Background: an optimization exercise with open tools, aiming at a short achievable clock period and few clock cycles. Do not read the settings as production practice.
In this exercise RTL edits were held to simulation tests only and were not proved equivalent to the original.
Power and IR drop assume default switching activity.

==> inputs of v2 <==
Design riscv_top, start of the top module:
module riscv_top (
    input clk, rst,
    output [31:0] imem_addr,
    input  [31:0] imem_rdata,
    output [31:0] dmem_addr,
    output [31:0] dmem_wdata,
    output [3:0]  dmem_wmask,
    input  [31:0] dmem_rdata
);
localparam BI = 5;               
localparam BN = 1 << BI;
localparam TW = 5;               
wire        luse;                
wire        d_redir;
wire [31:0] d_tgt;
reg  [31:0] pc_f;
assign imem_addr = pc_f;
reg  [BN-1:0] btb_v;
reg  [TW-1:0] btb_tag [0:BN-1];
reg  [9:0]    btb_tgt [0:BN-1];
reg  [1:0]    btb_ctr [0:BN-1];
reg  [BN-1:0] foh;
reg  [TW-1:0] r_tag;
reg  [9:0]    r_tgt;
reg  [1:0]    r_ctr;
reg           r_v;
integer bi;
always @(*) begin
    r_tag = {TW{1'b0}}; r_tgt = 10'd0; r_ctr = 2'd0; r_v = 1'b0;
    for (bi = 0; bi < BN; bi = bi + 1) begin
        r_tag = r_tag | ({TW{foh[bi]}} & btb_tag[bi]);
        r_tgt = r_tgt | ({10{foh[bi]}} & btb_tgt[bi]);
        r_ctr = r_ctr | ({2{foh[bi]}} & btb_ctr[bi]);
        r_v   = r_v   | (foh[bi] & btb_v[bi]);
    end
end
  ...
export LEC_CHECK = 0
export CAP_MARGIN = 20
export CORE_MARGIN = 2
export CORE_UTILIZATION = 35
export PLACE_DENSITY = 0.45
export SLEW_MARGIN = 20
export SYNTH_HIERARCHICAL = 1
export SYNTH_MINIMUM_KEEP_SIZE = 0
create_clock -name core_clock -period 10.0 [get_ports {clk}]
standard.sh (not shown) runs the stock make flow with config.mk's settings and CLKGATE_MAP_FILE= SYNTH_SCRIPT=/design/flow/synth_recipe.tcl, a recipe that flattens the netlist after the stock synthesis.
==> flow/flow/run.sh <==
#!/bin/bash
set -uo pipefail
bash standard.sh SETUP_SLACK_MARGIN=7 finish > standard_flow.log 2>&1
==> v28: changes against v2 <==
--- a/flow/design.v
+++ b/flow/design.v
@@ -166,46 +166,53 @@
 wire [31:0]   f_ptgt  = {pc_f[31:12], r_tgt, 2'b00};
 wire          f_taken = f_hit & f_ctr[1];
 wire [31:0]   pc_f4   = pc_f + 32'd4;
 reg         mq, mq_q;            
 reg         mq_jalr;             
 reg  [31:0] alt_m;               
 reg  [31:0] addr_m;
-wire [31:0] npc_m = mq ? (mq_jalr ? {addr_m[31:1], 1'b0} : alt_m) : pc_f4;
+reg  first;                      
+reg  rst_q;                      
+always @(posedge clk or posedge rst)
+    if (rst) first <= 1'b1;
+    else     first <= 1'b0;
+always @(posedge clk)
+    rst_q <= rst;
+wire clr = rst | (first & ~rst_q);
+wire [31:0] npc_m = clr ? 32'd0 : mq ? (mq_jalr ? {addr_m[31:1], 1'b0} : alt_m) : pc_f4;
 wire [31:0] npc_f, npc;
-mux2_32 u_npc_f (.a(npc_m), .b(f_ptgt), .s(f_taken & ~mq), .y(npc_f));
+mux2_32 u_npc_f (.a(npc_m), .b(f_ptgt), .s(f_taken & ~mq & ~clr), .y(npc_f));
 mux2_32 u_npc_d (.a(npc_f), .b(d_tgt), .s(d_redir), .y(npc));
-always @(posedge clk or posedge rst)
-    if (rst) pc_f <= 32'd0;
-    else     pc_f <= npc;
+always @(posedge clk)
+    pc_f <= npc;
 function [BN-1:0] onehot (input [BI-1:0] x);
     onehot = {{(BN-1){1'b0}}, 1'b1} << x;
 endfunction
-wire [BN-1:0] foh_m = mq ? onehot(mq_jalr ? addr_m[BI+1:2] : alt_m[BI+1:2])
+wire [BN-1:0] foh_m = clr ? {{(BN-1){1'b0}}, 1'b1} :
+                      mq ? onehot(mq_jalr ? addr_m[BI+1:2] : alt_m[BI+1:2])
                          : {foh[BN-2:0], foh[BN-1]};
-wire [BN-1:0] foh_f = (f_taken & ~mq) ? onehot(r_tgt[BI-1:0]) : foh_m;
+wire [BN-1:0] foh_f = (f_taken & ~mq & ~clr) ? onehot(r_tgt[BI-1:0]) : foh_m;
 wire [BN-1:0] foh_n = d_redir ? onehot(d_tgt[BI+1:2]) : foh_f;
-always @(posedge clk or posedge rst)
-    if (rst) foh <= {{(BN-1){1'b0}}, 1'b1};
-    else     foh <= foh_n;
+always @(posedge clk)
+    foh <= foh_n;
 reg  dq_q;
 wire bmis, jmis;
 always @(posedge clk or posedge rst)
     if (rst) begin dq_q <= 1'b0; mq <= 1'b0; mq_q <= 1'b0; end
     else     begin dq_q <= d_redir; mq <= bmis | jmis; mq_q <= mq; end
 wire sq_e = mq;
 reg         v_d;
 reg  [31:0] ir_d, pc_d, pc4_d, ptgt_d;
 reg  [19:0] pu_p1_d, pu_m1_d;
 reg  [11:0] pv_p1_d, pv_m1_d;
 reg         fhit_d, ftaken_d;
 reg  [1:0]  fctr_d;
 always @(posedge clk or posedge rst)
     if (rst) v_d <= 1'b0;
-    else     v_d <= 1'b1;
+    else     v_d <= ~clr;
 always @(posedge clk) begin
     ir_d     <= imem_rdata;
     pc_d     <= pc_f;
     pc4_d    <= pc_f4;
     pu_p1_d  <= pc_f[31:12] + 20'd1;
     pu_m1_d  <= pc_f[31:12] - 20'd1;
     pv_p1_d  <= pc_f[31:20] + 12'd1;
CORE_UTILIZATION = 45   (was 35)
PLACE_DENSITY = 0.55   (was 0.45)
==> v23: changes against v2 <==
--- a/flow/design.v
+++ b/flow/design.v
@@ -4,17 +4,20 @@
     output [31:0] y
 );
 assign y = s ? b : a;
 endmodule
 module alu_e (
     input  [31:0] a_e, b_e, s_e, res_m, link,
     input         fa, fb, fs,
-    input  [3:0]  psum, pdif, psel,
+    input  [3:0]  psum, pdif,
+    input         ltu, lts,      
     input  [7:0]  aop,
     input         sra,
+    input  [3:0]  sa1, sa2,      
+    input         sa4,           
     input  [1:0]  f3,            
     output [31:0] res,
     output [31:0] addr,          
     output [31:0] wdata,
     output [3:0]  wmask          
 );
 wire [31:0] A = fa ? res_m : a_e;
@@ -23,22 +26,38 @@
 wire [31:0] s0 = a_e + b_e;
 wire [31:0] s1 = a_e + res_m;
 wire [31:0] s2 = res_m + b_e;
 wire [31:0] s3 = {res_m[30:0], 1'b0};
 wire [32:0] d0 = {1'b0, a_e}   - {1'b0, b_e};
 wire [32:0] d1 = {1'b0, a_e}   - {1'b0, res_m};
 wire [32:0] d2 = {1'b0, res_m} - {1'b0, b_e};
-wire ltu = (psel[0] & d0[32]) | (psel[1] & d1[32]) | (psel[2] & d2[32]);
-wire lts = (psel[0] & (d0[32] ^ a_e[31] ^ b_e[31])) |
-           (psel[1] & (d1[32] ^ a_e[31] ^ res_m[31])) |
-           (psel[2] & (d2[32] ^ res_m[31] ^ b_e[31]));
-wire [31:0] shl0 = a_e << b_e[4:0];
-wire [31:0] shl1 = res_m << b_e[4:0];
-wire [31:0] shr0 = $signed({sra & a_e[31], a_e}) >>> b_e[4:0];
-wire [31:0] shr1 = $signed({sra & res_m[31], res_m}) >>> b_e[4:0];
+function [31:0] sh_l (input [31:0] x, input [3:0] s1, input [3:0] s2, input s4);
+    reg [31:0] y, z;
+    begin
+        y = ({32{s1[0]}} & x) | ({32{s1[1]}} & {x[30:0], 1'b0}) |
+            ({32{s1[2]}} & {x[29:0], 2'b0}) | ({32{s1[3]}} & {x[28:0], 3'b0});
+        z = ({32{s2[0]}} & y) | ({32{s2[1]}} & {y[27:0], 4'b0}) |
+            ({32{s2[2]}} & {y[23:0], 8'b0}) | ({32{s2[3]}} & {y[19:0], 12'b0});
+        sh_l = s4 ? {z[15:0], 16'b0} : z;
+    end
+endfunction
+function [31:0] sh_r (input [31:0] x, input f, input [3:0] s1, input [3:0] s2, input s4);
+    reg [31:0] y, z;
+    begin
+        y = ({32{s1[0]}} & x) | ({32{s1[1]}} & {f, x[31:1]}) |
+            ({32{s1[2]}} & {{2{f}}, x[31:2]}) | ({32{s1[3]}} & {{3{f}}, x[31:3]});
+        z = ({32{s2[0]}} & y) | ({32{s2[1]}} & {{4{f}}, y[31:4]}) |
+            ({32{s2[2]}} & {{8{f}}, y[31:8]}) | ({32{s2[3]}} & {{12{f}}, y[31:12]});
+        sh_r = s4 ? {{16{f}}, z[31:16]} : z;
+    end
+endfunction
+wire [31:0] shl0 = sh_l(a_e, sa1, sa2, sa4);
+wire [31:0] shl1 = sh_l(res_m, sa1, sa2, sa4);
+wire [31:0] shr0 = sh_r(a_e, sra & a_e[31], sa1, sa2, sa4);
+wire [31:0] shr1 = sh_r(res_m, sra & res_m[31], sa1, sa2, sa4);
 wire [31:0] shl  = fa ? shl1 : shl0;
 wire [31:0] shr  = fa ? shr1 : shr0;
 assign res = ({32{psum[0]}} & s0) | ({32{psum[1]}} & s1)
            | ({32{psum[2]}} & s2) | ({32{psum[3]}} & s3)
            | ({32{pdif[0]}} & d0[31:0]) | ({32{pdif[1]}} & d1[31:0])
            | ({32{pdif[2]}} & d2[31:0])
            | ({32{aop[0]}} & (A & B))
@@ -50,14 +69,27 @@
            | ({32{aop[7]}} & link);
 assign addr  = fa ? s2 : s0;
 assign wdata = f3[1] ? S : f3[0] ? {2{S[15:0]}} : {4{S[7:0]}};
 assign wmask = f3[1] ? 4'b1111 :
                f3[0] ? (addr[1] ? 4'b1100 : 4'b0011) :
                        (4'b0001 << addr[1:0]);
 endmodule
+module set_lt (
+    input  [31:0] a_e, b_e, res_m,
+    input  [3:0]  psel,
+    output        ltu, lts
+);
+wire [32:0] d0 = {1'b0, a_e}   - {1'b0, b_e};
+wire [32:0] d1 = {1'b0, a_e}   - {1'b0, res_m};
+wire [32:0] d2 = {1'b0, res_m} - {1'b0, b_e};
+assign ltu = (psel[0] & d0[32]) | (psel[1] & d1[32]) | (psel[2] & d2[32]);
+assign lts = (psel[0] & (d0[32] ^ a_e[31] ^ b_e[31])) |
+             (psel[1] & (d1[32] ^ a_e[31] ^ res_m[31])) |
+             (psel[2] & (d2[32] ^ res_m[31] ^ b_e[31]));
+endmodule
 module br_check (
     input  [31:0] a_e, b_e, res_m,
     input  [3:0]  sel_eq, sel_ltu, sel_lts,
     input         inv, f3_0,
     input         jalr, pred, fa, sq,
     input  [31:0] ptgt,
     output        redir,
@@ -166,46 +198,53 @@
 wire [31:0]   f_ptgt  = {pc_f[31:12], r_tgt, 2'b00};
 wire          f_taken = f_hit & f_ctr[1];
 wire [31:0]   pc_f4   = pc_f + 32'd4;
 reg         mq, mq_q;            
 reg         mq_jalr;             
 reg  [31:0] alt_m;               
 reg  [31:0] addr_m;
-wire [31:0] npc_m = mq ? (mq_jalr ? {addr_m[31:1], 1'b0} : alt_m) : pc_f4;
+reg  first;                      
+reg  rst_q;                      
+always @(posedge clk or posedge rst)
+    if (rst) first <= 1'b1;
+    else     first <= 1'b0;
+always @(posedge clk)
+    rst_q <= rst;
+wire clr = rst | (first & ~rst_q);
+wire [31:0] npc_m = clr ? 32'd0 : mq ? (mq_jalr ? {addr_m[31:1], 1'b0} : alt_m) : pc_f4;
 wire [31:0] npc_f, npc;
-mux2_32 u_npc_f (.a(npc_m), .b(f_ptgt), .s(f_taken & ~mq), .y(npc_f));
+mux2_32 u_npc_f (.a(npc_m), .b(f_ptgt), .s(f_taken & ~mq & ~clr), .y(npc_f));
 mux2_32 u_npc_d (.a(npc_f), .b(d_tgt), .s(d_redir), .y(npc));
-always @(posedge clk or posedge rst)
-    if (rst) pc_f <= 32'd0;
-    else     pc_f <= npc;
+always @(posedge clk)
+    pc_f <= npc;
 function [BN-1:0] onehot (input [BI-1:0] x);
     onehot = {{(BN-1){1'b0}}, 1'b1} << x;
 endfunction
-wire [BN-1:0] foh_m = mq ? onehot(mq_jalr ? addr_m[BI+1:2] : alt_m[BI+1:2])
+wire [BN-1:0] foh_m = clr ? {{(BN-1){1'b0}}, 1'b1} :
+                      mq ? onehot(mq_jalr ? addr_m[BI+1:2] : alt_m[BI+1:2])
                          : {foh[BN-2:0], foh[BN-1]};
-wire [BN-1:0] foh_f = (f_taken & ~mq) ? onehot(r_tgt[BI-1:0]) : foh_m;
+wire [BN-1:0] foh_f = (f_taken & ~mq & ~clr) ? onehot(r_tgt[BI-1:0]) : foh_m;
 wire [BN-1:0] foh_n = d_redir ? onehot(d_tgt[BI+1:2]) : foh_f;
-always @(posedge clk or posedge rst)
-    if (rst) foh <= {{(BN-1){1'b0}}, 1'b1};
-    else     foh <= foh_n;
+always @(posedge clk)
+    foh <= foh_n;
 reg  dq_q;
 wire bmis, jmis;
 always @(posedge clk or posedge rst)
     if (rst) begin dq_q <= 1'b0; mq <= 1'b0; mq_q <= 1'b0; end
     else     begin dq_q <= d_redir; mq <= bmis | jmis; mq_q <= mq; end
 wire sq_e = mq;
 reg         v_d;
 reg  [31:0] ir_d, pc_d, pc4_d, ptgt_d;
 reg  [19:0] pu_p1_d, pu_m1_d;
 reg  [11:0] pv_p1_d, pv_m1_d;
 reg         fhit_d, ftaken_d;
 reg  [1:0]  fctr_d;
 always @(posedge clk or posedge rst)
     if (rst) v_d <= 1'b0;
-    else     v_d <= 1'b1;
+    else     v_d <= ~clr;
 always @(posedge clk) begin
     ir_d     <= imem_rdata;
     pc_d     <= pc_f;
     pc4_d    <= pc_f4;
     pu_p1_d  <= pc_f[31:12] + 20'd1;
     pu_m1_d  <= pc_f[31:12] - 20'd1;
     pv_p1_d  <= pc_f[31:20] + 12'd1;
@@ -290,14 +329,15 @@
 reg  [31:0] a_e, b_e, s_e, btgt_e, alt_e, link_e, pc_e, ptgt_e;
 reg         fa_e, fb_e, fs_e;
 reg  [3:0]  psel, psum, pdif;
 reg  [3:0]  bs_eq, bs_ltu, bs_lts;
 reg         br_inv;
 reg  [7:0]  aop_e;
 reg         sra_e;
+reg  [3:0]  sa1_e, sa2_e;
 reg  [2:0]  f3_e;
 reg         br_e, jal_e, jalr_e, st_e, pred_e, fhit_e;
 reg  [1:0]  fctr_e;
 always @(posedge clk or posedge rst)
     if (rst) begin
         we_e <= 1'b0; ld_e <= 1'b0; st_e <= 1'b0;
         br_e <= 1'b0; jal_e <= 1'b0; jalr_e <= 1'b0;
@@ -330,29 +370,33 @@
     fb_e   <= fb;
     fs_e   <= fs;
     psel   <= psel_d;
     psum   <= psel_d & {4{is_add}};
     pdif   <= psel_d & {4{is_sub}};
     aop_e  <= aop_d;
     sra_e  <= f7b5;
+    sa1_e  <= 4'b0001 << b_d[1:0];
+    sa2_e  <= 4'b0001 << b_d[3:2];
     f3_e   <= f3;
     rd_e   <= rd;
     pred_e <= d_taken;
     fhit_e <= fhit_d;
     fctr_e <= fctr_d;
 end
 wire br_ev   = br_e & ~sq_e;
 wire jal_ev  = jal_e & ~sq_e;
 wire jalr_ev = jalr_e & ~sq_e;
 wire st_ev   = st_e & ~sq_e;
 wire [31:0] res_e, sum, wdata_e;
+wire        slt_u, slt_s;
+set_lt u_slt (.a_e(a_e), .b_e(b_e), .res_m(res_m), .psel(psel), .ltu(slt_u), .lts(slt_s));
 wire [3:0]  wmask_e;
 alu_e u_alu (.a_e(a_e), .b_e(b_e), .s_e(s_e), .res_m(res_m), .link(link_e),
-             .fa(fa_e), .fb(fb_e), .fs(fs_e), .psum(psum), .pdif(pdif), .psel(psel),
-             .aop(aop_e), .sra(sra_e), .f3(f3_e[1:0]),
+             .fa(fa_e), .fb(fb_e), .fs(fs_e), .psum(psum), .pdif(pdif), .ltu(slt_u), .lts(slt_s),
+             .aop(aop_e), .sra(sra_e), .sa1(sa1_e), .sa2(sa2_e), .sa4(b_e[4]), .f3(f3_e[1:0]),
              .res(res_e), .addr(sum), .wdata(wdata_e), .wmask(wmask_e));
 wire taken;
 br_check u_brc (.a_e(a_e), .b_e(b_e), .res_m(res_m), .sel_eq(bs_eq), .sel_ltu(bs_ltu),
                 .sel_lts(bs_lts), .inv(br_inv), .f3_0(f3_e[0]), .jalr(jalr_e), .pred(pred_e),
                 .fa(fa_e), .sq(sq_e), .ptgt(ptgt_e), .redir(bmis), .jmis(jmis),
                 .taken(taken));
 always @(posedge clk) begin
==> v20: changes against v2 <==
--- a/flow/design.v
+++ b/flow/design.v
@@ -7,14 +7,16 @@
 endmodule
 module alu_e (
     input  [31:0] a_e, b_e, s_e, res_m, link,
     input         fa, fb, fs,
     input  [3:0]  psum, pdif, psel,
     input  [7:0]  aop,
     input         sra,
+    input  [3:0]  sa1, sa2,      
+    input         sa4,           
     input  [1:0]  f3,            
     output [31:0] res,
     output [31:0] addr,          
     output [31:0] wdata,
     output [3:0]  wmask          
 );
 wire [31:0] A = fa ? res_m : a_e;
@@ -27,18 +29,38 @@
 wire [32:0] d0 = {1'b0, a_e}   - {1'b0, b_e};
 wire [32:0] d1 = {1'b0, a_e}   - {1'b0, res_m};
 wire [32:0] d2 = {1'b0, res_m} - {1'b0, b_e};
 wire ltu = (psel[0] & d0[32]) | (psel[1] & d1[32]) | (psel[2] & d2[32]);
 wire lts = (psel[0] & (d0[32] ^ a_e[31] ^ b_e[31])) |
            (psel[1] & (d1[32] ^ a_e[31] ^ res_m[31])) |
            (psel[2] & (d2[32] ^ res_m[31] ^ b_e[31]));
-wire [31:0] shl0 = a_e << b_e[4:0];
-wire [31:0] shl1 = res_m << b_e[4:0];
-wire [31:0] shr0 = $signed({sra & a_e[31], a_e}) >>> b_e[4:0];
-wire [31:0] shr1 = $signed({sra & res_m[31], res_m}) >>> b_e[4:0];
+function [31:0] sh_l (input [31:0] x, input [3:0] s1, input [3:0] s2, input s4);
+    reg [31:0] y, z;
+    begin
+        y = ({32{s1[0]}} & x) | ({32{s1[1]}} & {x[30:0], 1'b0}) |
+            ({32{s1[2]}} & {x[29:0], 2'b0}) | ({32{s1[3]}} & {x[28:0], 3'b0});
+        z = ({32{s2[0]}} & y) | ({32{s2[1]}} & {y[27:0], 4'b0}) |
+            ({32{s2[2]}} & {y[23:0], 8'b0}) | ({32{s2[3]}} & {y[19:0], 12'b0});
+        sh_l = s4 ? {z[15:0], 16'b0} : z;
+    end
+endfunction
+function [31:0] sh_r (input [31:0] x, input f, input [3:0] s1, input [3:0] s2, input s4);
+    reg [31:0] y, z;
+    begin
+        y = ({32{s1[0]}} & x) | ({32{s1[1]}} & {f, x[31:1]}) |
+            ({32{s1[2]}} & {{2{f}}, x[31:2]}) | ({32{s1[3]}} & {{3{f}}, x[31:3]});
+        z = ({32{s2[0]}} & y) | ({32{s2[1]}} & {{4{f}}, y[31:4]}) |
+            ({32{s2[2]}} & {{8{f}}, y[31:8]}) | ({32{s2[3]}} & {{12{f}}, y[31:12]});
+        sh_r = s4 ? {{16{f}}, z[31:16]} : z;
+    end
+endfunction
+wire [31:0] shl0 = sh_l(a_e, sa1, sa2, sa4);
+wire [31:0] shl1 = sh_l(res_m, sa1, sa2, sa4);
+wire [31:0] shr0 = sh_r(a_e, sra & a_e[31], sa1, sa2, sa4);
+wire [31:0] shr1 = sh_r(res_m, sra & res_m[31], sa1, sa2, sa4);
 wire [31:0] shl  = fa ? shl1 : shl0;
 wire [31:0] shr  = fa ? shr1 : shr0;
 assign res = ({32{psum[0]}} & s0) | ({32{psum[1]}} & s1)
            | ({32{psum[2]}} & s2) | ({32{psum[3]}} & s3)
            | ({32{pdif[0]}} & d0[31:0]) | ({32{pdif[1]}} & d1[31:0])
            | ({32{pdif[2]}} & d2[31:0])
            | ({32{aop[0]}} & (A & B))
@@ -290,14 +312,15 @@
 reg  [31:0] a_e, b_e, s_e, btgt_e, alt_e, link_e, pc_e, ptgt_e;
 reg         fa_e, fb_e, fs_e;
 reg  [3:0]  psel, psum, pdif;
 reg  [3:0]  bs_eq, bs_ltu, bs_lts;
 reg         br_inv;
 reg  [7:0]  aop_e;
 reg         sra_e;
+reg  [3:0]  sa1_e, sa2_e;
 reg  [2:0]  f3_e;
 reg         br_e, jal_e, jalr_e, st_e, pred_e, fhit_e;
 reg  [1:0]  fctr_e;
 always @(posedge clk or posedge rst)
     if (rst) begin
         we_e <= 1'b0; ld_e <= 1'b0; st_e <= 1'b0;
         br_e <= 1'b0; jal_e <= 1'b0; jalr_e <= 1'b0;
@@ -330,29 +353,31 @@
     fb_e   <= fb;
     fs_e   <= fs;
     psel   <= psel_d;
     psum   <= psel_d & {4{is_add}};
     pdif   <= psel_d & {4{is_sub}};
     aop_e  <= aop_d;
     sra_e  <= f7b5;
+    sa1_e  <= 4'b0001 << b_d[1:0];
+    sa2_e  <= 4'b0001 << b_d[3:2];
     f3_e   <= f3;
     rd_e   <= rd;
     pred_e <= d_taken;
     fhit_e <= fhit_d;
     fctr_e <= fctr_d;
 end
 wire br_ev   = br_e & ~sq_e;
 wire jal_ev  = jal_e & ~sq_e;
 wire jalr_ev = jalr_e & ~sq_e;
 wire st_ev   = st_e & ~sq_e;
 wire [31:0] res_e, sum, wdata_e;
 wire [3:0]  wmask_e;
 alu_e u_alu (.a_e(a_e), .b_e(b_e), .s_e(s_e), .res_m(res_m), .link(link_e),
              .fa(fa_e), .fb(fb_e), .fs(fs_e), .psum(psum), .pdif(pdif), .psel(psel),
-             .aop(aop_e), .sra(sra_e), .f3(f3_e[1:0]),
+             .aop(aop_e), .sra(sra_e), .sa1(sa1_e), .sa2(sa2_e), .sa4(b_e[4]), .f3(f3_e[1:0]),
              .res(res_e), .addr(sum), .wdata(wdata_e), .wmask(wmask_e));
 wire taken;
 br_check u_brc (.a_e(a_e), .b_e(b_e), .res_m(res_m), .sel_eq(bs_eq), .sel_ltu(bs_ltu),
                 .sel_lts(bs_lts), .inv(br_inv), .f3_0(f3_e[0]), .jalr(jalr_e), .pred(pred_e),
                 .fa(fa_e), .sq(sq_e), .ptgt(ptgt_e), .redir(bmis), .jmis(jmis),
                 .taken(taken));
 always @(posedge clk) begin
CORE_UTILIZATION = 45   (was 35)
CTS_CLUSTER_DIAMETER = 100   (was not set)
CTS_CLUSTER_SIZE = 30   (was not set)
PLACE_DENSITY = 0.55   (was 0.45)
==> results.txt <==
item	v23	v2	v20	v28
Outcome	finished clean	finished clean	finished clean	finished clean
CTS H-tree depth	5	5	3	4
Average via count per standard cell	6.25	6.14	6.86	6.70
Fraction of final layout cells sized beyond drive strength 1	34.1%	33.7%	31.2%	33.6%
Met3 usage in global routing	6.36%	6.28%	9.67%	9.98%
Critical path depth in cells	14	1	14	14
Total half-perimeter wirelength after legalization and detailed placement	366000 µm	354000 µm	350000 µm	324000 µm
Fraction of cell area in non-clock buffers	10.7%	9.19%	9.40%	9.19%
Combinational cell fraction of total power	29.5%	36.1%	41.2%	25.1%
Fraction of area in registers	38.9%	40.8%	42.7%	41.5%
Routability congestion estimate	0.941	1.01	1.02	1.01
Via Count	101000	93000	97000	93700
Area occupied by registers	62100 µm²	62000 µm²	62200 µm²	61800 µm²
Final core utilization	45.8%	45.1%	55.0%	56.9%
Detailed-route wire length per cell	37.8 µm	37.9 µm	39.7 µm	37.8 µm
Maximum number of pins on one net before global-route repair	73	113	92	66
Die span in y	595 µm	586 µm	521 µm	516 µm
Clock buffer count	351	376	134	292
Clock transition at the registers of the reported paths	0.06 ns	0.06 ns	0.12 ns	0.06 ns
Worst hold slack after final layout	0.309 ns	0.307 ns	0.305 ns	0.292 ns
Testbench counts of v2, summed over its fixed seeds: cycles 69,050.
Testbench counts of v28, summed over its fixed seeds: cycles 69,050.
Testbench counts of v23, summed over its fixed seeds: cycles 69,050.
Testbench counts of v20, summed over its fixed seeds: cycles 69,050.

[static timing again, ports no longer ideal]
Ports are ideal in the flow. The routed layouts listed here were re-timed in OpenROAD. Step 1: set_driving_cell puts a clkbuf_16 on clk and a buf_2 on each other input, an assumption about the parent block. Step 2 also shifts input and output timing later by t, the mid clock arrival at the registers, as if the neighbouring blocks saw the same clock. Slacks: ideal / step 1 / step 2; pairs: ideal / step 1.
run | t (ns) | slack for setup (ns) | hold WS [ns] | slew at the worst register clock pin (ns)
v2 | 1.010 | 6.392 / 6.276 / 5.751 | 0.307 / 0.307 / 0.307 | 0.07 / 0.07
v28 | 1.006 | 6.196 / 6.196 / 5.820 | 0.292 / 0.292 / 0.292 | 0.07 / 0.07
v23 | 1.002 | 6.381 / 6.381 / 5.762 | 0.309 / 0.309 / 0.309 | 0.07 / 0.07
v20 | 0.928 | 6.311 / 6.311 / 5.991 | 0.305 / 0.305 / 0.305 | 0.12 / 0.12
After both steps setup and hold are still met in every run listed. The setup slack of v2, which loses most, moves by -0.116 ns with the drivers and by -0.641 ns with both steps.
